From an optimization exercise on the open Yosys and OpenROAD flow, aimed at small area and a short achievable clock period; shortcuts taken in it are not production practice.
Function was checked by simulation only, so behaviour that the tests miss may differ from the original.
No activity file was given, so power comes from the tool's default toggle rates.

==> design.v <==
module fullAdder (A, B, cin, sum, cout);
	input logic A, B, cin;
	output logic sum, cout;
	assign sum = A ^ B ^ cin;
	assign cout = (A&B) | cin & (A^B);
endmodule
module ttLogic(a, b, sum, ctrl, cout);
	input logic [31:0] a, b;
	input logic ctrl;
	output logic [31:0] sum;
	output logic cout;
	logic [32:0] cry;
	assign cry[0] = ctrl;
	logic [31:0] btemp;
	assign btemp = ctrl ? ~b : b;
	genvar i;
	generate 
		for (i = 0; i < 32; i++) begin : logi
			fullAdder adder(.A(a[i]), .B(btemp[i]), .cin(cry[i]), .sum(sum[i]), .cout(cry[i+1]));
		end
	endgenerate
	assign cout = cry[32];
endmodule
module ALU(a, b, ALUControl, Result, ALUFlags);
	input logic [31:0] a, b;
	input logic [1:0] ALUControl;
	output logic [31:0] Result;
	output logic [3:0] ALUFlags;
	logic cout;
	logic sub;
	logic [31:0] orbus, andbus, mathbus;
	assign sub = ALUControl[0];
	ttLogic addsub (.a(a), .b(b), .sum(mathbus), .ctrl(sub), .cout(cout));
	genvar i;
	generate
		for (i = 0; i < 32; i++ ) begin : Logic
			assign andbus[i] = (a[i] & b[i]);
			assign orbus[i] = (a[i] | b[i]);
		end
	endgenerate
	always_comb begin
		case(ALUControl) 
			2'b00 : begin  
				Result = mathbus;
			end
			2'b01 : begin  
				Result = mathbus;
			end
			2'b10 : begin  
				Result = andbus;
			end
			2'b11 : begin  
				Result = orbus;
			end
		endcase
	end
	assign ALUFlags[3] = Result[31];
	logic[32:0] zeroTest;
	assign zeroTest[0] = 1;
	genvar j;
	generate 
		for (j = 0; j < 32; j++) begin : Test_for_zero
			assign zeroTest[j+1] = zeroTest[j] & ~Result[j];
		end
	endgenerate
	assign ALUFlags[2] = zeroTest[32];
	assign ALUFlags[1] = (~ALUControl[1] & cout);
	assign ALUFlags[0] = (~ALUControl[1] & ((a[31] & ~Result[31]) || (~a[31] & Result[31])) &
					((~a[31] & ~b[31] & ~ALUControl[0]) | (a[31] & b[31] & ALUControl[0])));
endmodule
module reg_file(input logic clk, wr_en,
	input logic [31:0] write_data,
	input logic [3:0] write_addr, input logic [3:0]
	read_addr1, read_addr2, output logic [31:0]
	read_data1, read_data2,
	input logic rst);
	logic [31:0] memory [15:0];
	assign read_data1 = memory[read_addr1];
	assign read_data2 = memory[read_addr2];
	genvar i;
	always_ff @(posedge clk) begin
		if (rst) begin
			memory[0] <= '0;
			memory[1] <= '0;
			memory[2] <= '0;
			memory[3] <= '0;
			memory[4] <= '0;
			memory[5] <= '0;
			memory[6] <= '0;
			memory[7] <= '0;
			memory[8] <= '0;
			memory[9] <= '0;
			memory[10] <= '0;
			memory[11] <= '0;
			memory[12] <= '0;
			memory[13] <= '0;
			memory[14] <= '0;
			memory[15] <= '0;
		end else if (wr_en) begin
			memory[write_addr] <= write_data;
		end
	end
endmodule
module Mux2x1(input logic [31:0] RegisterData, Result, ALUOut, input logic [1:0] forward, output logic[31:0] ALUSrc);
	always_comb begin
		if (~forward[0] & ~forward[1])
			ALUSrc <= RegisterData;
		else if (forward[0] & ~forward[1])
			ALUSrc <= Result;
		else 
			ALUSrc <= ALUOut;
	end 
endmodule 
module hazardmodule (
  RA1D, 
  RA2D, 
  RA1E,
  RA2E,
  WA3M, 
  WA3W,
  WA3E, 
  PCSrcD, 
  PCSrcE, 
  PCSrcM, 
  PCSrcW,
  RegWriteM, 
  RegWriteW, 
  RegWriteE,
  MemToRegE,
  BranchTakenE,
  StallF, 
  StallD, 
  FlushD, 
  FlushE, 
  ForwardAE, 
  ForwardBE 
  );
input logic [3:0] WA3M, WA3W;
input logic [3:0] RA1D, RA2D, RA1E, RA2E, WA3E;
input logic PCSrcD, PCSrcE, PCSrcM, PCSrcW;
input logic RegWriteM, RegWriteE, RegWriteW, MemToRegE;
input logic BranchTakenE;
output logic StallF, 
  StallD, 
  FlushD, 
  FlushE; 
output logic [1:0] ForwardAE, ForwardBE;
logic Match_M [1:0];
logic Match_W [1:0];
assign Match_M[0] = (RA1E == WA3M);
assign Match_M[1] = (RA2E == WA3M);
assign Match_W[0] = (RA1E == WA3W);
assign Match_W[1] = (RA2E == WA3W);
always_comb begin
  if(Match_M[0] & RegWriteM) begin
    ForwardAE = 2'b10;
  end 
  else if (Match_W[0] & RegWriteW) begin
    ForwardAE = 2'b01;
  end
  else begin
    ForwardAE = 2'b00;
  end
  if(Match_M[1] & RegWriteM) begin
    ForwardBE = 2'b10;
  end 
  else if (Match_W[1] & RegWriteW) begin
    ForwardBE = 2'b01;
  end 
  else begin
    ForwardBE = 2'b00;
  end
end
  logic Match_12_D_E;
  logic ldrStallD;
  logic PCWrPendingF;
  assign Match_12_D_E = (RA1D == WA3E) | (RA2D == WA3E);
  assign ldrStallD = Match_12_D_E & MemToRegE;
  assign PCWrPendingF = PCSrcD | PCSrcE | PCSrcM;
  assign StallF = ldrStallD | PCWrPendingF;
  assign FlushD = PCWrPendingF | PCSrcW | BranchTakenE;
  assign FlushE = ldrStallD | BranchTakenE;
  assign StallD = ldrStallD;
endmodule 
module arm (
    input  logic        clk, rst,
    input  logic [31:0] InstrF,
    input  logic [31:0] ReadDataM,
    output logic [31:0] WriteDataM, 
    output logic [31:0] PCF, ALUOutM,
    output logic        MemWriteM
);
    logic [31:0] InstrD, PCPrime, PCPrimePrime, PCPlus4F, PCPlus8D;  
    logic [ 3:0] RA1D, RA2D, RA1E, RA2E;                   
    logic [31:0] RD1D, RD2D, RD1E, RD2E;                   
	logic [31:0] RD2EFinal, RD1EFinal;
    logic [ 3:0] ALUFlags;                   
    logic [31:0] ExtImmD, ExtImmE, SrcAE, SrcBE;         
    logic [31:0] ReadDataW, ResultW;                     
	logic [31:0] ALUResultE, ALUOutW;
	logic [31:0] WriteDataE;
    logic BranchD, PCSrcD, MemToRegD, ALUSrcD, RegWriteD;
	logic BranchE, PCSrcE, MemToRegE, MemWriteE, ALUSrcE, RegWriteE;
	logic PCSrcM, MemToRegM, MemWriteD, RegWriteM;
	logic PCSrcW, MemToRegW, RegWriteW;
	logic [1:0] RegSrcD, ImmSrcD, ALUControlD;
    logic [1:0] RegSrcE, ALUControlE;
	logic FlagWriteD, FlagWriteE;
	logic [3:0] FlagsPrime, FlagsE, CondE;
    logic StallD, StallF, FlushD, FlushE;
    logic [1:0] ForwardAE, ForwardBE;
	logic [3:0] WA3E, WA3M, WA3W;
	logic CondExE;  
	logic BranchTakenE;
	assign BranchTakenE = (CondExE & BranchE);
    hazardmodule hz (RA1D, RA2D, RA1E, RA2E, WA3M, WA3W, WA3E, PCSrcD, PCSrcE, PCSrcM, PCSrcW, RegWriteM,
        RegWriteW, RegWriteE, MemToRegE, BranchTakenE, StallF, StallD, FlushD, FlushE, ForwardAE, ForwardBE);
    assign PCPrimePrime = PCSrcW ? ResultW : PCPlus4F;   
    assign PCPrime = BranchTakenE ? ALUResultE : PCPrimePrime;
    assign PCPlus4F = PCF + 'd4;                   
    assign PCPlus8D = PCPlus4F;              
    always_ff @(posedge clk) begin
        if (rst) begin 
			   PCF <= 0;
		  end else if (StallF) begin 
            PCF <= PCF; 
		  end else begin
            PCF <= PCPrime;
			end
    end
	always_ff @(posedge clk) begin
        if (rst | FlushD) begin 
            InstrD <= '0;
        end else if (StallD) begin
            InstrD <= InstrD;
        end else begin
            InstrD <= InstrF;
        end
	end
    assign RA1D = RegSrcD[0] ? 4'd15        : InstrD[19:16];
    assign RA2D = RegSrcD[1] ? InstrD[15:12] : InstrD[ 3: 0];
    reg_file u_reg_file (
        .clk       (clk), 
        .wr_en     (RegWriteW),
        .write_data(ResultW),
        .write_addr(WA3W),
        .read_addr1(RA1D), 
        .read_addr2(RA2D),
        .read_data1(RD1D), 
        .read_data2(RD2D),
		  .rst(rst)
    );
    always_comb begin
    if      (ImmSrcD == 'b00 | ImmSrcD == 'b01) begin
			if (ImmSrcD == 'b00) begin   
				ExtImmD = {{24{InstrD[7]}},InstrD[7:0]};
			end else begin  
				ExtImmD = {20'b0, InstrD[11:0]}; 
			end
		end else begin
			ExtImmD = {{6{InstrD[23]}}, InstrD[23:0], 2'b00};  
		end
    end
    always_ff @(posedge clk) begin
        if (rst | FlushE) begin 
            ExtImmE <= '0;
            WA3E <= '0;
            PCSrcE <= '0;
            RA1E <= '0;
            RA2E <= '0;
				RD1E <= '0;
				RD2E <= '0;
            MemToRegE <= '0;
            MemWriteE <= '0;
            RegWriteE <= '0;
            BranchE <= '0;
            ALUControlE <= '0;
            ALUSrcE <= '0;
            FlagsE <= '0;
            FlagWriteE <= '0;
            CondE <= '0;
        end 
		  else begin
            WA3E <= InstrD[15:12];
            PCSrcE <= PCSrcD;
            RA1E <= RA1D;
            RA2E <= RA2D;
				RD1E <= RD1D;
				RD2E <= RD2D;
            MemToRegE <= MemToRegD;
            MemWriteE <= MemWriteD;
            RegWriteE <= RegWriteD;
            BranchE <= BranchD;
            ALUControlE <= ALUControlD;
            ALUSrcE <= ALUSrcD;
				FlagsE <= FlagWriteE ? ALUFlags : FlagsE;
				FlagWriteE <= FlagWriteD;
            CondE <= InstrD[31:28];
				ExtImmE <= ExtImmD;
        end
    end
    assign RD2EFinal = (RA2E == 'd15) ? PCPlus8D : RD2E;            
	 assign RD1EFinal = (RA1E == 'd15) ? PCPlus8D : RD1E;
	logic [31:0] SrcBEPrime;
    Mux2x1 alusrc1 (.RegisterData(RD1EFinal), .Result(ResultW), .ALUOut(ALUOutM), .forward(ForwardAE), .ALUSrc(SrcAE));
	Mux2x1 alusrc2 (.RegisterData(RD2EFinal), .Result(ResultW), .ALUOut(ALUOutM), .forward(ForwardBE), .ALUSrc(WriteDataE));
	assign SrcBE = ALUSrcE ? ExtImmE : WriteDataE;
    ALU u_alu (
        .a          (SrcAE), 
        .b          (SrcBE),
        .ALUControl (ALUControlE),
        .Result     (ALUResultE),
        .ALUFlags   (ALUFlags)
    );
    assign ResultW = MemToRegW ? ReadDataW : ALUOutW;     
    always_ff @(posedge clk) begin
        if (rst) begin
            PCSrcM <= 1'b0;
            RegWriteM <= 1'b0;
            MemWriteM <= 1'b0;
            MemToRegM <= 1'b0;
        end else begin
            PCSrcM <= CondExE & PCSrcE;
            RegWriteM <= CondExE & RegWriteE;
            MemWriteM <= CondExE & MemWriteE;
            MemToRegM <= MemToRegE;
        end
    end
    always_ff @(posedge clk) begin
        WA3M <= WA3E;
		  ALUOutM <= ALUResultE;
		  WriteDataM <= WriteDataE;
    end
    always_ff @(posedge clk) begin
        if (rst) begin
            PCSrcW <= 1'b0;
            RegWriteW <= 1'b0;
            MemToRegW <= 1'b0;
        end else begin
            PCSrcW <= PCSrcM;
            RegWriteW <= RegWriteM;
            MemToRegW <= MemToRegM;
        end
    end
    always_ff @(posedge clk) begin
        WA3W <= WA3M;
        ALUOutW <= ALUOutM;
        ReadDataW <= ReadDataM;
    end
    always_comb begin
        casez (InstrD[27:20])
            8'b00?_0100_0 : begin    
                PCSrcD    = 0;
                MemToRegD = 0; 
                MemWriteD = 0; 
                ALUSrcD   = InstrD[25];  
                RegWriteD = 1;
					 BranchD   = 0;
                RegSrcD   = 'b00;
                ImmSrcD   = 'b00; 
                ALUControlD = 'b00;
				    FlagWriteD = 1'b0;
            end
            8'b00?_0010_? : begin    
                PCSrcD    = 0; 
                MemToRegD = 0; 
                MemWriteD = 0; 
                ALUSrcD   = InstrD[25];  
                RegWriteD = 1;
					 BranchD   = 0;
		   		 RegSrcD   = 'b00;
                ImmSrcD   = 'b00; 
                ALUControlD = 'b01;
			       FlagWriteD   = InstrD[20];
            end
            8'b000_0000_0 : begin
                PCSrcD    = 0; 
                MemToRegD = 0; 
                MemWriteD = 0; 
                ALUSrcD   = 0; 
                RegWriteD = 1;
					 BranchD   = 0;
					 RegSrcD   = 'b00;
                ImmSrcD   = 'b00;     
                ALUControlD = 'b10;  
				    FlagWriteD = 1'b0;
            end
            8'b000_1100_0 : begin
                PCSrcD    = 0; 
                MemToRegD = 0; 
                MemWriteD = 0; 
                ALUSrcD   = 0; 
                RegWriteD = 1;
					 BranchD   = 0;
					 RegSrcD   = 'b00;
                ImmSrcD   = 'b00;     
                ALUControlD = 'b11;
				    FlagWriteD = 1'b0;
            end
            8'b010_1100_1 : begin
                PCSrcD    = 0; 
                MemToRegD = 1; 
                MemWriteD = 0; 
                ALUSrcD   = 1;
                RegWriteD = 1;
					 BranchD   = 0;
					 RegSrcD   = 'b10;     
                ImmSrcD   = 'b01; 
                ALUControlD = 'b00;   
				    FlagWriteD = 1'b0;
            end
            8'b010_1100_0 : begin
                PCSrcD    = 0; 
                MemToRegD = 0;  
                MemWriteD = 1; 
                ALUSrcD   = 1;
                RegWriteD = 0;
  				    BranchD   = 0;
					 RegSrcD   = 'b10;     
                ImmSrcD   = 'b01; 
                ALUControlD = 'b00;   
				    FlagWriteD = 1'b0;
            end
            8'b1010_???? : begin
                    PCSrcD    = 1; 
                    MemToRegD = 0;
                    MemWriteD = 0; 
                    ALUSrcD   = 1;
						  BranchD 	= 1;
                    RegWriteD = 1;
                    RegSrcD   = 'b01;
                    ImmSrcD   = 'b10; 
                    ALUControlD = 'b00;   
					     FlagWriteD = 1'b0;
            end
			default: begin
					PCSrcD    = 0; 
				   MemToRegD = 0;  
				   MemWriteD = 0; 
				   ALUSrcD   = 0;
				   RegWriteD = 0;
				   BranchD 	= 0;
				   RegSrcD   = 'b00;
			  	   ImmSrcD   = 'b00; 
				   ALUControlD = 'b00;   
				   FlagWriteD = 1'b0;
			end
        endcase
    end
	always_comb begin  
		case (CondE) 
			4'b1110 : CondExE = 1;  
			4'b0000 : begin  
				CondExE = FlagsE[2]; 
			end
			4'b0001 : begin  
				CondExE = ~FlagsE[2];
			end
			4'b1010 : begin  
				CondExE = ~FlagsE[3];
			end
			4'b1100 : begin  
				CondExE = ~FlagsE[3] & ~FlagsE[2];
			end
			4'b1101 : begin  
				CondExE = FlagsE[3] | FlagsE[2];
			end
			4'b1011 : begin  
				CondExE = FlagsE[3];
			end
			default : begin
				CondExE = 1'b0;
			end
		endcase
	end
endmodule 
==> run.sh <==
#!/bin/bash
# synth_recipe.tcl (not shown) runs the flow's synth.tcl, then flattens the netlist and writes it again
# the make line also repeats each setting of config.mk as NAME=value (left out here)
make -C /OpenROAD-flow-scripts/flow DESIGN_CONFIG=/design/flow/config.mk WORK_HOME=/design/flow/orfs CLKGATE_MAP_FILE= SYNTH_SCRIPT=/design/flow/synth_recipe.tcl finish
==> config.mk <==
export PLATFORM = sky130hd
export DESIGN_NAME = arm
export DESIGN_NICKNAME = arm
export VERILOG_FILES = /design/flow/design.v
export SDC_FILE = /design/flow/constraint.sdc
export NUM_CORES = 4
export LEC_CHECK = 0
export CAP_MARGIN = 20
export CORE_MARGIN = 2
export CORE_UTILIZATION = 40
export PLACE_DENSITY = 0.6
export SLEW_MARGIN = 20
==> constraint.sdc <==
create_clock -name core_clock -period 16.0 [get_ports {clk}]
set_input_delay 3.2000 -clock core_clock [delete_from_list [all_inputs] [get_ports {clk}]]
set_output_delay 3.2000 -clock core_clock [all_outputs]
set_load 0.01 [all_outputs]
==> impl_results.md <==
- Initial antenna violation count: 12
- Synthesized area: 42400 sq um
- First-pass GRT wire length: 242000 microns
- Worst setup margin: 0.515 ns
- Min-Delay Path Class: reg -> reg
- Post-synth EDFFs: 512
- Cts hold-fix bufs: 0
- Routed Antenna Nets: 0
- Num CTS Buffers: 92
- CP required: about 17 ns
- Placeable Area: 105000 sq um
- Final hold vios: 0
- Area delta synth->final: 16.3%
- Crit path kind: reg -> reg
- Met1 Use GR: 0.402
- Pwr per Cell Area: 117 nW/um^2
- Die W: between 300 and 400 microns
- Count of final setup violators: 0
- Global route total overflow: 0
- Worst-Skew Late Latency: 0.70 ns
- Max Buffers Root-to-Sink: 3
- Mapped Nets: ~4500
- Root Driver: clkbuf_16
- Share of synthesized registers carrying an async set or reset: 0
- Max Cap Violations: 0
- Run status: timing/DRC/antenna clean
- Mean area per synthesized cell: 9.61 sq um
- 1st-iter DRT viols: 5142
- Synthesis-stage register bit count: 835
- Top cell by count, worst path: fa_2
- Top area cells in the synthesized netlist: edfxtp_1 (36%), dfxtp_1 (15%), nor2_1 (7.0%), mux2i_1 (5.5%), nand2_1 (4.1%)
- Routed vias/inst: 6.25
- Hpwl dp: 105000 microns
- Share of the synthesized area in the top cell type: 0.363
- Final Instance Area: about 50000 sq um
- Cell accounting for the most synthesized area: edfxtp_1
- Post-synth top cells: nor2_1 (795), edfxtp_1 (512), nand2_1 (464)
- Worst slew pin tran: 1.22 ns
- GPL Wtd Cong: 0.992
- # DRC: 0
- Proportion of layout cells with a drive suffix above 1: 0.118
- Tmin final: 15.49 ns
- Area after DPL: 46100 sq um
- # rows: 119
- Maximum VDD drop: 0.105 mV
- Post-layout util: 0.469
- Worst EP arrival: 16.11 ns
- Max Fanout on Critical Path: 4
- Clock sinks: 835
- Flip-flop and latch area: between 20000 and 25000 sq um
- H-tree levels: 3
- Vias in the first global route: 35159
- Clock slew at reported path FFs: 0.06 ns
- Synth Flop Type: edfxtp_1
- Clk_skew: 0.0458 ns
- Slew HR: 0.179
- Worst Setup Start Kind: flop
- Slowest cell on crit path: fa_2
- Detailed Route WL: 170000 microns
- Routed len/inst: 28.7 microns
- Achievable Freq: 64.6 MHz
- Grt met2 use: 0.465
- CP Capture Type: flop
- Leak Pwr: 17.9 nW
- DR pass1 iterations: 6
- CP max stage delay: 0.49 ns
- Period utilization: 0.968
- Area of the multi-input gates: 19300 sq um
- Cells after Synth: between 4000 and 5000
- CTS tree: done
- Port Buffer Count: 162
- Ys Warns: 7
- Routed via count: ~37000
- Total die area: 109000 sq um
- Most common cell in the netlist: nor2_1
- Sequential share of the synthesized area: 0.515
- Nets: 4540
- Starting Density: 0.403
- Synth unique cells: 85
- Die height: about 330 microns
- Global-route layer with the greatest usage: met2
- Largest net degree at the start of global routing: 158
- Worst R2R Setup Slack: 0.51 ns
- Fillcell total: 9720
- Met3 usage: 0.0621
- # IOs: 163
- Total GRT Usage: 0.305
- Pre-CTS setup slack: -0.595 ns
- Final slew viol count: 0
-- worst max-delay path: cells and delay by family (launching register included) --
kind	cells	cell delay [ns]
flops	1	0.35
fa+ha+maj	29	11.85
buf+inv	4	0.35
compound gates	6	1.07
simple gates	7	1.65
xor+xnor	1	0.16
-- placed cells by master (no fill, tap or decap), types with 34 or more instances in the layout --
cell             count
o221ai_1            70
a31oi_1             85
a221oi_1            42
a21oi_1            204
buf_4              191
nand2_1            433
nand3_1             53
mux2i_1            200
mux2_2              38
clkdlybuf4s50_1    161
and2_1             152
xnor2_1             53
a32oi_1             34
nor2_1             789
inv_1               47
edfxtp_1           512
clkbuf_16           96
a211oi_1           215
o21ai_0            115
and3_1              54
a311oi_1            73
nor3_1              36
o22ai_1             48
dfxtp_1            313
-- state kept, by name, summed over array words and instances, names as in the netlist, 2 cells and up --
register / flops
FlagsE: 2
WriteDataM: 32
RD2E: 32
RD1E: 32
ReadDataW: 32
InstrD: 32
PCF: 32
u_reg_file.memory: 512
RA2E: 4
ALUControlE: 2
RA1E: 4
ALUOutW: 32
ALUOutM: 32
WA3E: 4
WA3W: 4
WA3M: 4
CondE: 4
ExtImmE: 26
-- metal layers --
| layer | routed length (microns) | vias to the layer above |
|---|---|---|
| met5 | 20 | - |
| met4 | 10600 | 2 |
| met3 | 18700 | 500 |
| met2 | 74100 | 2347 |
| met1 | 66200 | 17973 |
| li1 | - | 16150 |
-- where the power goes --
part | internal (mW) | switching [mW] | total (mW)
Combinational | 0.336 | 0.695 | 1.03
Sequential | 2.42 | 0.125 | 2.54
Clock | 1.25 | 0.933 | 2.18
Total | 4.00 | 1.75 | 5.76
-- kinds of logic after synthesis --
logic type / share of synthesized area
AOI/OAI and AO/OA: 0.173
xor gates and xnor gates: 0.0138
adders and majority gates: 0.0164
buffers and inverters: 0.0420
DFF: 0.515
muxes: 0.0654
and+or+nand+nor: 0.174
-- final timing paths --
path | from | end | cells after the start
setup / recovery | RA2E[2]$_SDFF_PP0_ | FlagsE[2]$_SDFFE_PP0P_ | 47
hold / removal | ALUOutM[8]$_DFF_P_ | ALUOutW[8]$_DFF_P_ | 0
setup reg to reg | RA2E[2]$_SDFF_PP0_ | FlagsE[2]$_SDFFE_PP0P_ | 47
hold reg to reg | ALUOutM[8]$_DFF_P_ | ALUOutW[8]$_DFF_P_ | 0
-- what timing repair did --
action	CTS	global route
setup buffers	0	1
pin swaps	4	7
gates resized for setup	12	26
endpoints found under the setup margin	2	2
-- stage by stage --
stage | std cells | TNS, ns | hold WS [ns] | power [mW]
final | 5912 | 0 | 0.394 | 5.76
after floorplan | 4410 | 0 | 0.375 | 3.05
after detailed placement | 5739 | -0.735 | 0.391 | 3.57
after global placement | 5739 | -0.487 | 0.385 | 3.57
after CTS | 5909 | 0 | 0.388 | 5.73
after global routing | 5910 | -0.0244 | 0.391 | 5.91
-- cell type report --
cell class / count / share of cell area
Sequential cell: 835 / 0.443
Multi-Input combinational cell: 3107 / 0.391
Timing Repair Buffer: 357 / 0.0633
Clock buffer: 123 / 0.0528
Tap cell: 1391 / 0.0353
Clock inverter: 47 / 0.00970
Inverter: 50 / 0.00381
Antenna cell: 2 / 0.000102

## static timing again, ports no longer ideal
Ports are ideal in the flow. The routed layout listed here was re-timed in OpenROAD.
Step 1 sets driving cells, clkbuf_16 on the clock port and buf_2 on the other inputs (assumed; they add their load-dependent delay and slew).
Step 2 times the ports against the registers' clock, not the clock port: input delays grow and output delays shrink by t, the midpoint of the rising clock arrivals with the driver on.
Slacks: no drivers / after step 1 / after step 2; pairs: no drivers / after step 1.
t (ns): 0.757
setup WS [ns]: 0.515 / 0.515 / 0.515
clock arrival spread, ns: 0.046 / 0.046
worst slew at a driven data input, ns: 0.07
After both steps this run still meets setup and hold. For this run, drivers alone change the setup slack by 0.000 ns; drivers and shift together by 0.000 ns.
